This design comes from an exercise in tuning for small area and a short achievable clock period on the open sky130 flow, not from production work.
Only simulation tests tie the RTL to the original design; equivalence was not proved.

==> flow/design.v (outline; a module is shown in full before it is edited, if it fits) <==
// module fir: 2042 lines
// module fir_fa: 6 lines
// module fir_sreg: 5 lines
// module fir_ha: 6 lines
// module fir_bandstop: 21 lines
module fir_bandstop ( clk, in, out );
  // ...
==> flow/flow/run.sh <==
#!/bin/bash
set -euo pipefail
export BUFFER_PORTS_ARGS="-buffer_cell sky130_fd_sc_hd__buf_2"
export SETUP_SLACK_MARGIN=8.45
export CTS_ARGS="-sink_clustering_enable -repair_clock_nets -sink_clustering_size 20 -sink_clustering_max_diameter 50 -root_buf sky130_fd_sc_hd__clkbuf_16 -sink_clustering_buffer sky130_fd_sc_hd__clkbuf_8 -dont_use_dummy_load"
bash standard.sh > standard.log 2>&1
==> flow/standard.sh <==
#!/bin/bash
# synth_recipe.tcl (not shown) runs the flow's synth.tcl, then flattens the netlist and writes it again
# the make line also repeats each setting of config.mk as NAME=value (left out here)
make -C /OpenROAD-flow-scripts/flow DESIGN_CONFIG=/design/flow/config.mk WORK_HOME=/design/flow/orfs CLKGATE_MAP_FILE= SYNTH_SCRIPT=/design/flow/synth_recipe.tcl "${@:-finish}"
==> flow/config.mk <==
export PLATFORM = sky130hd
export DESIGN_NAME = fir_bandstop
export DESIGN_NICKNAME = fir_bandstop
export VERILOG_FILES = /design/flow/design.v
export SDC_FILE = /design/flow/constraint.sdc
export NUM_CORES = 4
export LEC_CHECK = 0
export CAP_MARGIN = 20
export CORE_MARGIN = 2
export CORE_UTILIZATION = 50
export CTS_CLUSTER_DIAMETER = 60
export CTS_CLUSTER_SIZE = 30
export SLEW_MARGIN = 20
export SYNTH_HIERARCHICAL = 1
export SYNTH_MINIMUM_KEEP_SIZE = 0
==> flow/constraint.sdc <==
create_clock -name core_clock -period 12.0 [get_ports {clk}]
set_input_delay 2.4000 -clock core_clock [delete_from_list [all_inputs] [get_ports {clk}]]
set_output_delay 2.4000 -clock core_clock [all_outputs]
set_load 0.01 [all_outputs]
==> notes.md, run 1 <==
Worst Setup SP fir_bs_inst.r24[12]; dpl ws 8.15 ns; max reg flops 34; GRT met3 Usage 12.2%; CP max FO 4; CTS tree done; Initial DRC Count 2458; Core Region approximately 0.11 mm^2; CTS clk-pin slew, worst paths 0.09 ns; WHS Path Cells 0; post-synthesis mux area share 0.0715%; Seq/Total Area, Yosys 33.2%; outcome complete, no violations; first-pass GRT wire length 259 mm; Final Hold Viols 0; CTS sink cnt 930; worst-margin pin slew between 1 and 1.5 ns; largest net degree at the start of global routing 21; Yosys cell types 67; global placer's final weighted congestion 1.05; #FFs+latches synth 930; share of cells above drive strength 1 roughly 11%
==> run 2: changes to the inputs <==
==> flow/flow/run.sh (replaced) <==
#!/bin/bash
set -euo pipefail
export BUFFER_PORTS_ARGS="-buffer_cell sky130_fd_sc_hd__buf_2"
export SETUP_SLACK_MARGIN=8.45
export CTS_ARGS="-sink_clustering_enable -repair_clock_nets -sink_clustering_size 20 -sink_clustering_max_diameter 50 -root_buf sky130_fd_sc_hd__clkbuf_16 -sink_clustering_buffer sky130_fd_sc_hd__clkbuf_8 -dont_use_dummy_load"
bash standard.sh > standard.log 2>&1   # ORFS's own logs stay under orfs/logs/
==> run 2 against run 1 <==
Against the previous run: sequential share of layout area did not move; register-to-register slack is essentially flat; cell area unchanged; synthesized cell count unchanged; fmax did not move; clock skew is the same; via count is the same.
==> notes.md, run 2 <==
most numerous cell on the critical path fa_1 (unchanged); WS Path Type reg -> reg (unchanged); Final Instance Count excl. Fillers 5390 (unchanged); ANT nets after route 0 (unchanged); final-report setup violation count 0 (unchanged); Core Region 0.111 mm^2 (unchanged); worst clock skew 0.0776 ns (unchanged); # DRC 0 (unchanged); ys async rst share 0% (unchanged); Max Freq 283 MHz (unchanged); critical path required time 12.50 ns (about the same); antenna violations before repair 11 (unchanged); max reg flops 34 (unchanged); Initial DRC Count 2458 (unchanged); share of cells above drive strength 1 11.0% (unchanged); final net count 5527 (unchanged); detailed placer's ending HPWL 155 mm (unchanged); Yosys warning total 8 (unchanged); worst flop-to-flop path endpoint fir_bs_inst.q2_1758 (unchanged); Sequential Area 0.0189 mm^2 (unchanged); final setup TNS 0 ns (unchanged); critical path, cell by cell fa_1 > fa_1 > fa_1 > fa_1 > fa_1 > fa_1 (unchanged); slowest stage cell, crit path fa_1 (unchanged); Post-CTS Hold Buffers 0 (unchanged); CP startpoint kind flip-flop (unchanged); min-delay src fir_bs_inst.r15[4] (unchanged); H-tree depth 3 (unchanged); area leader, netlist fa_1 (unchanged); CTS sink cnt 930 (unchanged); area of the multi-input gates 0.0364 mm^2 (unchanged); worst rel slew slack 19.2% (unchanged); Arr. time, crit path 4.03 ns (about the same); Synth Flop Type dfxtp_1 (unchanged); Worst Setup SP fir_bs_inst.r24[12] (unchanged); reg2reg setup slack 8.47 ns (about the same); drt total wl 185 mm (unchanged); post-synth top area share 51.3% (unchanged); DR WL/cell 34.3 um (unchanged); Worst path top cell family by delay adder cells (unchanged); global placer's final weighted congestion 1.05 (unchanged); CTS clk-pin slew, worst paths 0.09 ns (about the same); Final Cycle Share 29.4% (unchanged); Die Wd 339 um (unchanged); GRT overflow 0 (unchanged); num rows 122 (unchanged); biggest regs fir_bs_inst.y: 34 flops, sign.r.q: 24 flops (unchanged); Post-Syn Area 0.0560 mm^2 (unchanged); CTS root buffer clkbuf_16 (unchanged); Seq/Total Area, Yosys 33.2% (unchanged); Buffers on Ports 74 (unchanged); Top Ports 75 (unchanged); full die area 0.115 mm^2 (unchanged); first-pass GRT wire length 259 mm (unchanged); CTS tree done (unchanged); post-synthesis cell count 3670 (unchanged); most common cell in the netlist fa_1 (unchanged); worst reg2reg path startpoint fir_bs_inst.r24[12] (unchanged); Yosys cell types 67 (unchanged); number of synthesized flops with an enable pin 0 (unchanged); CP max FO 4 (unchanged); RSZ-0062 raised after global routing true (unchanged); WHS Path Cells 0 (unchanged); worst-margin pin slew 1.20 ns (unchanged); largest net degree at the start of global routing 21 (unchanged); #FFs+latches synth 930 (unchanged); gr usage total 33.4% (unchanged); Final Hold Viols 0 (unchanged); Synth area leaders fa_1, dfxtp_1, ha_1 (unchanged); Hold EP fir_bs_inst.r16[4] (unchanged); Starting Density 50.5% (unchanged); commonest non-fill, non-tap cell in the layout fa_1 (unchanged); worst-skew pair later-pin latency 0.68 ns (about the same); fill count 9100 (unchanged); number of global-route vias before repair 34000 (unchanged); Critical path buffers and inverters 0 (unchanged); CTS Buf Count 100 (unchanged); Reg2Reg Depth 6 (unchanged); Via Count 30000 (unchanged); CP peak stage delay 0.54 ns (about the same); fin crit period 3.53 ns (unchanged); Tightest Hold Check Type reg -> reg (unchanged); outcome complete, no violations (unchanged); most flop-heavy register fir_bs_inst.y (unchanged); max-slew violations 0 (unchanged); Area Overhead vs Synth 8.02% (unchanged); most frequent cells in the layout fa_1, dfxtp_1, inv_1 (unchanged); CTS Buffer Depth 3 (unchanged); First-pass DRT Iterations 5 (unchanged); syn avg cell area 15.3 um^2 (unchanged); die height 339 um (unchanged); via-per-instance ratio 5.56 (unchanged); cell total after placement 5280 (unchanged); synth cell count leaders fa_1, dfxtp_1, inv_1 (unchanged); Worst Setup End Kind flip-flop (unchanged); Max Cap Violations 0 (unchanged)
[run 2: cells by family (layout without fill, tap and decap cells)]
family / Yosys count / count (layout) / synth area share, %
AOI/OAI and AO/OA: 388 / 388 / 4.58
xor gates and xnor gates: 150 / 150 / 2.34
adders and majority gates: 1615 / 1615 / 55.3
buffers and inverters: 309 / 515 / 2.07
DFF: 930 / 930 / 33.2
muxes: 4 / 4 / 0.0715
other: 2 / 28 / 0.0134
and+or+nand+nor: 272 / 272 / 2.38
[run 2: routing by layer]
metal / GRT usage [%] / share of wire, % / up-vias
met1: 43.2 / 40 / 16000
met3: 12.2 / 11 / 422
met4: 14.8 / 5.0 / 2
met5: 0 / 0.0070 / -
li1: - / - / 12100
met2: 50.6 / 44 / 1481
[run 2: final cells by class]
type,count,area share [%]
Tap cell,1488,3.08
Sequential cell,930,31.3
Multi-Input combinational cell,2448,60.1
Timing Repair Buffer,117,1.22
Clock buffer,100,2.44
Antenna cell,9,0.0372
Inverter,298,1.85
[run 2: through the flow]
stage               cell area (um^2)  setup WS [ns]  util (%)  hold slack (ns)
finish                         60500           8.47      54.5            0.257
global route                   60500           8.43      54.5            0.270
CTS                            60300           8.38      54.3            0.263
detailed placement             58600           8.15      52.8            0.312
global placement               58600           8.02      52.8            0.310
floorplan                      56100           8.59         -            0.310
[run 2: how the worst max path moves through the flow]
| stage | to | slack (ns) | cells after the start |
|---|---|---|---|
| 3_3_place_gp | sign[2].r.q | 8.02 | 10 |
| 2_1_floorplan | fir_bs_inst.q0_3327 | 8.59 | 6 |
| 3_5_place_dp | fir_bs_inst.q2_1773 | 8.15 | 6 |
| 6_report | fir_bs_inst.q2_1758 | 8.47 | 6 |
| 4_1_cts | fir_bs_inst.q2_1729 | 8.38 | 7 |
| 5_1_grt | out[51] | 8.43 | 1 |
[run 2: what timing repair did]
item	in CTS	in global routing
pin swaps	0	1
endpoints found under the setup margin	129	66
buffers inserted	0	1
resized for setup	146	91
[run 2: per-module statistics from Yosys (local to each module, per instance), a selection]
module / times used / flops+latches / cells
fir_sreg: 24 / 1 / 1
fir: 1 / 906 / 2219
fir_fa: 1427 / 0 / 1
[run 2: worst reg2reg max path: stages (launching register included)]
cell	delay, ns
dfxtp_2	0.52
fa_1	0.54
fa_1	0.54
fa_1	0.41
fa_1	0.51
fa_1	0.44
fa_1	0.43
==> run 3: changes to the inputs <==
==> flow/flow/run.sh (replaced) <==
#!/bin/bash
set -euo pipefail
export BUFFER_PORTS_ARGS="-buffer_cell sky130_fd_sc_hd__buf_2"
export SETUP_SLACK_MARGIN=8.6
export CTS_ARGS="-sink_clustering_enable -repair_clock_nets -sink_clustering_size 20 -sink_clustering_max_diameter 50 -root_buf sky130_fd_sc_hd__clkbuf_16 -sink_clustering_buffer sky130_fd_sc_hd__clkbuf_8 -dont_use_dummy_load"
bash standard.sh > standard.log 2>&1   # ORFS's own logs stay under orfs/logs/
==> run 3 against run 2 <==
Against the previous run: still clean on timing, DRC and antenna; synthesized area stayed put; utilization rose by 0.68 points; cell area up 1.2%; cell count grew 0.46%; worst hold slack gained 0.034 ns; clock-buffer cell count is 3 higher; global-route usage increased by 0.44 points; critical endpoint is now out[50]; largest cell class unchanged.
==> notes.md, run 3 <==
outcome complete, no violations (unchanged); Via Count 30200 (was 30000); CP peak stage delay 0.32 ns (was 0.54 ns); share of cells above drive strength 1 14.1% (was 11.0%); max-slew violations 0 (unchanged); global placer's final weighted congestion 1.03 (was 1.05); worst-margin pin slew 1.06 ns (was 1.20 ns); Sequential Area 0.0192 mm^2 (was 0.0189 mm^2); largest net degree at the start of global routing 21 (unchanged); full die area 0.115 mm^2 (unchanged); fill count 9073 (was 9100); post-synthesis cell count 3670 (unchanged); RSZ-0062 raised after global routing true (unchanged); most frequent cells in the layout fa_1, dfxtp_1, inv_1 (unchanged); CTS Buf Count 103 (was 100); worst rel slew slack 29.2% (was 19.2%); max reg flops 34 (unchanged); Arr. time, crit path 1.12 ns (was 4.03 ns); area of the multi-input gates 0.0365 mm^2 (was 0.0364 mm^2); Worst Setup End Kind primary output (was flip-flop); Synth Flop Type dfxtp_1 (unchanged); Final Instance Count excl. Fillers 5415 (was 5390); Core Region 0.111 mm^2 (unchanged); CTS root buffer clkbuf_16 (unchanged); Max Cap Violations 0 (unchanged); synth cell count leaders fa_1, dfxtp_1, inv_1 (unchanged); Max Freq 284 MHz (was 283 MHz); Area Overhead vs Synth 9.36% (was 8.02%); Seq/Total Area, Yosys 33.2% (unchanged); most flop-heavy register fir_bs_inst.y (unchanged); die height 339 um (unchanged); Post-Syn Area 0.0560 mm^2 (unchanged); final-report setup violation count 0 (unchanged); Post-DP Area 0.0586 mm^2 (about the same); Critical path buffers and inverters 1 (was 0); syn avg cell area 15.3 um^2 (unchanged); ANT nets after route 0 (unchanged); Synth area leaders fa_1, dfxtp_1, ha_1 (unchanged); # DRC 0 (unchanged); worst clock skew 0.0841 ns (was 0.0776 ns); Yosys warning total 8 (unchanged); Starting Density 50.5% (unchanged); drt total wl 188 mm (was 185 mm); final setup TNS 0 ns (unchanged); area leader, netlist fa_1 (unchanged); final worst slack 8.48 ns (was 8.47 ns); first-pass GRT wire length 263 mm (was 259 mm); antenna violations before repair 7 (was 11); Tightest Hold Check Type reg -> reg (unchanged); final instance area 0.0613 mm^2 (was 0.0605 mm^2); fin crit period 3.52 ns (was 3.53 ns); num rows 122 (unchanged); First-pass DRT Iterations 5 (unchanged); worst-skew pair later-pin latency 0.68 ns (about the same); CTS sink cnt 930 (unchanged); Initial DRC Count 2560 (was 2458); critical path, cell by cell buf_2 (was fa_1 > fa_1 > fa_1 > fa_1 > fa_1 > fa_1); cell total after placement 5276 (was 5280); slowest stage cell, crit path dfxtp_1 (was fa_1); Top Ports 75 (unchanged); Buffers on Ports 74 (unchanged); CTS Buffer Depth 3 (unchanged); Post-CTS Hold Buffers 0 (unchanged); final net count 5557 (was 5527); dpl ws 8.13 ns (was 8.15 ns); via-per-instance ratio 5.58 (was 5.56); Yosys cell types 67 (unchanged); CP startpoint kind flip-flop (unchanged); most common cell in the netlist fa_1 (unchanged); WS Path Type reg -> out (was reg -> reg); ys async rst share 0% (unchanged); detailed placer's ending HPWL 156 mm (was 155 mm); gr usage total 33.8% (was 33.4%); Worst path top cell family by delay flip-flops (was adder cells); Final Cycle Share 29.4% (about the same); DR WL/cell 34.7 um (was 34.3 um); CTS clk-pin slew, worst paths 0.10 ns (was 0.09 ns); CTS tree done (unchanged); number of synthesized flops with an enable pin 0 (unchanged); Die Wd 339 um (unchanged); Final Hold Viols 0 (unchanged); critical path required time 9.60 ns (was 12.50 ns); biggest regs fir_bs_inst.y: 34 flops, sign.r.q: 24 flops (unchanged); #FFs+latches synth 930 (unchanged); number of global-route vias before repair 34100 (was 34000); GRT overflow 0 (unchanged); post-synth top area share 51.3% (unchanged); Hold WS 0.291 ns (was 0.257 ns); commonest non-fill, non-tap cell in the layout fa_1 (unchanged); H-tree depth 3 (unchanged); CP max FO 1 (was 4)
-- run 3: cell types whose count changed in the layout (fill, tap and decap cells not counted), sizes merged --
cell      before  now
clkinvlp       0    1
clkbuf       100  103
buf          117  144
inv          298  297
diode          9    4
-- run 3: per-layer routing --
layer	track usage (%)	wire (um)	up-vias
met5	0	0	-
met4	13.9	9090	0
met3	10.9	18700	409
met2	52.1	84100	1370
met1	44.5	75800	16400
li1	-	-	12100
-- run 3: cells by family (layout without fill, tap and decap cells) --
logic type / Yosys count / after routing / share of synthesized area (%)
xor+xnor: 150 / 150 / 2.34
fa+ha+maj: 1615 / 1615 / 55.3
simple gates: 272 / 272 / 2.38
flops: 930 / 930 / 33.2
buf+inv: 309 / 545 / 2.07
compound gates: 388 / 388 / 4.58
mux: 4 / 4 / 0.0715
other cells: 2 / 23 / 0.0134
-- run 3: path summary, 6_finish.rpt --
| check | start | to | slack, ns | cells after the start |
|---|---|---|---|---|
| worst max register to register | fir_bs_inst.ur1[5] | fir_bs_inst.q2_1729 | 8.60 | 6 |
| worst max-delay path | sign[16].r.q | out[50] | 8.48 | 1 |
| worst min register to register | fir_bs_inst.r15[4] | fir_bs_inst.r16[4] | 0.29 | 0 |
| worst min-delay path | fir_bs_inst.r15[4] | fir_bs_inst.r16[4] | 0.29 | 0 |
-- run 3: layout make-up --
class	count	area share, %
Timing Repair Buffer	144	1.78
Clock buffer	103	2.48
Tap cell	1488	3.04
Sequential cell	930	31.3
Inverter	298	1.83
Multi-Input combinational cell	2448	59.6
Antenna cell	4	0.0163
-- run 3: what timing repair did --
item / 4_1_cts / 5_1_grt
gates resized for setup: 309 / 115
hold endpoints to repair: 0 / 0
pin swaps: 5 / 19
cloned: 0 / 1
setup endpoints to repair: 267 / 118
buffers inserted: 4 / 27
-- run 3: worst register-to-register path, cell delays in order (launching register included) --
cell and delay [ns]:
dfxtp_2 0.59, fa_1 0.57, fa_1 0.46, fa_2 0.41, fa_1 0.44, fa_2 0.38
fa_1 0.45
-- run 3: stage by stage --
stage / utilization, %
detailed placement: 52.8
finish: 55.2
floorplan: -
CTS: 54.7
global route: 55.2
global placement: 52.8
-- run 3: Yosys stat by module (local to each module, per instance), excerpt --
module,flops+latches,area [um^2],times used
fir_sreg,1,20.0,24
fir,906,27000,1
fir_fa,0,20.0,1427
==> run 4: changes to the inputs <==
--- a/flow/config.mk
+++ b/flow/config.mk
@@ -7,7 +7,7 @@
 export LEC_CHECK = 0
 export CAP_MARGIN = 20
 export CORE_MARGIN = 2
-export CORE_UTILIZATION = 50
+export CORE_UTILIZATION = 62
 export CTS_CLUSTER_DIAMETER = 60
 export CTS_CLUSTER_SIZE = 30
 export SLEW_MARGIN = 20
==> run 4 against run 3 <==
Against the previous run: clock skew increased by 0.0044 ns; cell count down 5.8%; routed wire length is 3.9% higher; utilization up 13 points; critical path depth stayed put; register-to-register slack lost 0.04 ns; via count up 6.6%; critical endpoint is now out[43].
==> notes.md, run 4 <==
outcome complete, no violations (unchanged); Buffers on Ports 74 (unchanged); dpl ws 7.94 ns (was 8.13 ns); CTS Buffer Depth 3 (unchanged); num rows 110 (was 122); Critical path buffers and inverters 1 (unchanged); Final Cycle Share 29.7% (was 29.4%); #FFs+latches synth 930 (unchanged); Die Wd 305 um (was 339 um); gr usage total 43.3% (was 33.8%); post-synthesis mux area share 0.0715% (unchanged); CTS clk-pin slew, worst paths 0.11 ns (was 0.10 ns); Final Core Density 68.1% (was 55.2%); ANT nets after route 0 (unchanged); Worst Setup End Kind primary output (unchanged); First-pass DRT Iterations 6 (was 5); full die area 0.0928 mm^2 (was 0.115 mm^2); Seq/Total Area, Yosys 33.2% (unchanged); CP startpoint kind flip-flop (unchanged); most frequent cells in the layout fa_1, dfxtp_1, inv_1 (unchanged); Starting Density 62.4% (was 50.5%); share of cells above drive strength 1 15.0% (was 14.1%); Hold WS 0.306 ns (was 0.291 ns); global placer's final weighted congestion 1.08 (was 1.03); CTS tree done (unchanged); fill count 5877 (was 9073); worst rel slew slack 25.0% (was 29.2%); DR WL/cell 38.2 um (was 34.7 um); Post-Syn Area 0.0560 mm^2 (unchanged); critical path, cell by cell buf_2 (unchanged); RSZ-0062 raised after global routing true (unchanged); commonest non-fill, non-tap cell in the layout fa_1 (unchanged); Synth area leaders fa_1, dfxtp_1, ha_1 (unchanged); H-tree depth 3 (unchanged); Core Region 0.0897 mm^2 (was 0.111 mm^2); biggest regs fir_bs_inst.y: 34 flops, sign.r.q: 24 flops (unchanged); Tightest Hold Check Type reg -> reg (unchanged); worst-skew pair later-pin latency 0.68 ns (about the same); worst-margin pin slew 1.11 ns (was 1.06 ns); CTS Buf Count 89 (was 103); Post-CTS Hold Buffers 0 (unchanged); via-per-instance ratio 6.32 (was 5.58); final-report setup violation count 0 (unchanged); most common cell in the netlist fa_1 (unchanged); post-synthesis simple-gate area fraction 2.38% (unchanged); first-pass GRT wire length 270 mm (was 263 mm); Via Count 32200 (was 30200); largest net degree at the start of global routing 21 (unchanged); Max Cap Violations 0 (unchanged); number of synthesized flops with an enable pin 0 (unchanged); fin crit period 3.56 ns (was 3.52 ns); CTS root buffer clkbuf_16 (unchanged); # DRC 0 (unchanged); ys async rst share 0% (unchanged); critical path required time 9.60 ns (about the same); WS Path Type reg -> out (unchanged); Worst path top cell family by delay flip-flops (unchanged); syn avg cell area 15.3 um^2 (unchanged); Synth Flop Type dfxtp_1 (unchanged); area leader, netlist fa_1 (unchanged); CP max FO 1 (unchanged); final worst slack 8.44 ns (was 8.48 ns); Top Ports 75 (unchanged); CP peak stage delay 0.34 ns (was 0.32 ns); GRT overflow 0 (unchanged); Initial DRC Count 3659 (was 2560); Final Hold Viols 0 (unchanged); final setup TNS 0 ns (unchanged); max-slew violations 0 (unchanged); Area Overhead vs Synth 9.01% (was 9.36%); most flop-heavy register fir_bs_inst.y (unchanged); drt total wl 195 mm (was 188 mm); XOR/XNOR share of the synthesized area 2.34% (unchanged); max reg flops 34 (unchanged); Yosys cell types 67 (unchanged); slowest stage cell, crit path dfxtp_1 (unchanged); post-synthesis cell count 3670 (unchanged); largest family of logic cells by synthesized area adder cells (unchanged); Max Freq 281 MHz (was 284 MHz); Synth Area in Compound Gates 4.58% (unchanged); Post-Synth Adder-Cell Area 55.3% (unchanged); antenna violations before repair 11 (was 7); detailed placer's ending HPWL 157 mm (was 156 mm); number of global-route vias before repair 36700 (was 34100); die height 305 um (was 339 um); synth cell count leaders fa_1, dfxtp_1, inv_1 (unchanged); final net count 5558 (was 5557); CTS sink cnt 930 (unchanged); worst clock skew 0.0884 ns (was 0.0841 ns); Yosys warning total 8 (unchanged); antenna cells 0 (was 4); Arr. time, crit path 1.16 ns (was 1.12 ns); post-synth top area share 51.3% (unchanged)
[run 4: cell counts after synthesis]
Identical to the previous run, type by type.
[run 4: Yosys stat by module (local to each module, per instance), a selection]
module / flops+latches / area [um^2] / copies in the design
fir: 906 / 27000 / 1
fir_fa: 0 / 20.0 / 1427
fir_sreg: 1 / 20.0 / 24
[run 4: worst paths after layout]
path | slack [ns] | start | endpoint | depth (start not counted)
setup / recovery | 8.44 | sign[9].r.q | out[43] | 1
hold / removal | 0.31 | fir_bs_inst.r5[7] | fir_bs_inst.r6[7] | 0
setup reg to reg | 8.56 | fir_bs_inst.r7[15] | fir_bs_inst.q1_2972 | 5
hold reg to reg | 0.31 | fir_bs_inst.r5[7] | fir_bs_inst.r6[7] | 0
[run 4: cell families (layout without fill, tap and decap cells)]
family / after synthesis / count (layout)
compound gates: 388 / 390
mux: 4 / 4
flops: 930 / 930
buf+inv: 309 / 544
simple gates: 272 / 272
fa+ha+maj: 1615 / 1615
other cells: 2 / 19
xor+xnor: 150 / 150
[run 4: stage by stage]
step / instance area [um^2] / instances
finish: 61100 / 5100
global route: 61100 / 5100
CTS: 60200 / 5052
detailed placement: 58100 / 4951
global placement: 58100 / 4951
floorplan: 56100 / 3687
[run 4: timing repair]
item | CTS | global route
gates cloned | 1 | 1
buffers inserted | 11 | 47
pin swaps | 1 | 11
resized for setup | 340 | 152
endpoints found under the setup margin | 263 | 125
[run 4: final cells by class]
class	count	area (um^2)	area share [%]
multi-input combinational	2450	36600	59.8
tap	1176	1470	2.41
clock buffer	89	1330	2.17
timing repair buffer	157	1360	2.23
sequential	930	19200	31.5
inverter	298	1120	1.83
[run 4: metal layers]
layer	GRT usage, %	vias up	wire length (um)
li1	-	12100	-
met1	54.1	17200	69000
met2	65.6	2236	87100
met3	15.9	685	24700
met4	25.2	6	14200
met5	0	-	40
[run 4: worst register-to-register path, cell delays in order, from the launching register on]
cell,delay (ns)
dfxtp_2,0.73
fa_1,0.58
fa_1,0.52
fa_1,0.46
fa_1,0.58
fa_1,0.42

==> what the ideal ports hide <==
In the flow no input, the clock included, has a driving cell. The finished layouts below were timed again as built, in two steps. Step 1 assumes that a clkbuf_16 drives the clock port and a buf_2 every other input. Step 2 adds t to the input delays and takes it off the output delays; t is the mean of the earliest and latest rising clock arrival at the registers after step 1. Input paths then give back, and output paths get back, about the clock's delay inside the block. a / b / c = no drivers / after step 1 / after step 2; a / b = the first two.
run	shift t [ns]	slack for setup (ns)	worst setup path at the end	latest minus earliest clock arrival (ns)	pins driven straight from the clock port
run 1	0.718	8.471 / 8.398 / 8.471	register to register	0.084 / 0.084	1
run 2	0.718	8.471 / 8.398 / 8.471	register to register	0.084 / 0.084	1
run 3	0.722	8.478 / 8.396 / 8.599	register to register	0.084 / 0.084	1
run 4	0.716	8.436 / 8.360 / 8.565	register to register	0.092 / 0.092	1
After both steps setup and hold are still met in every run listed.
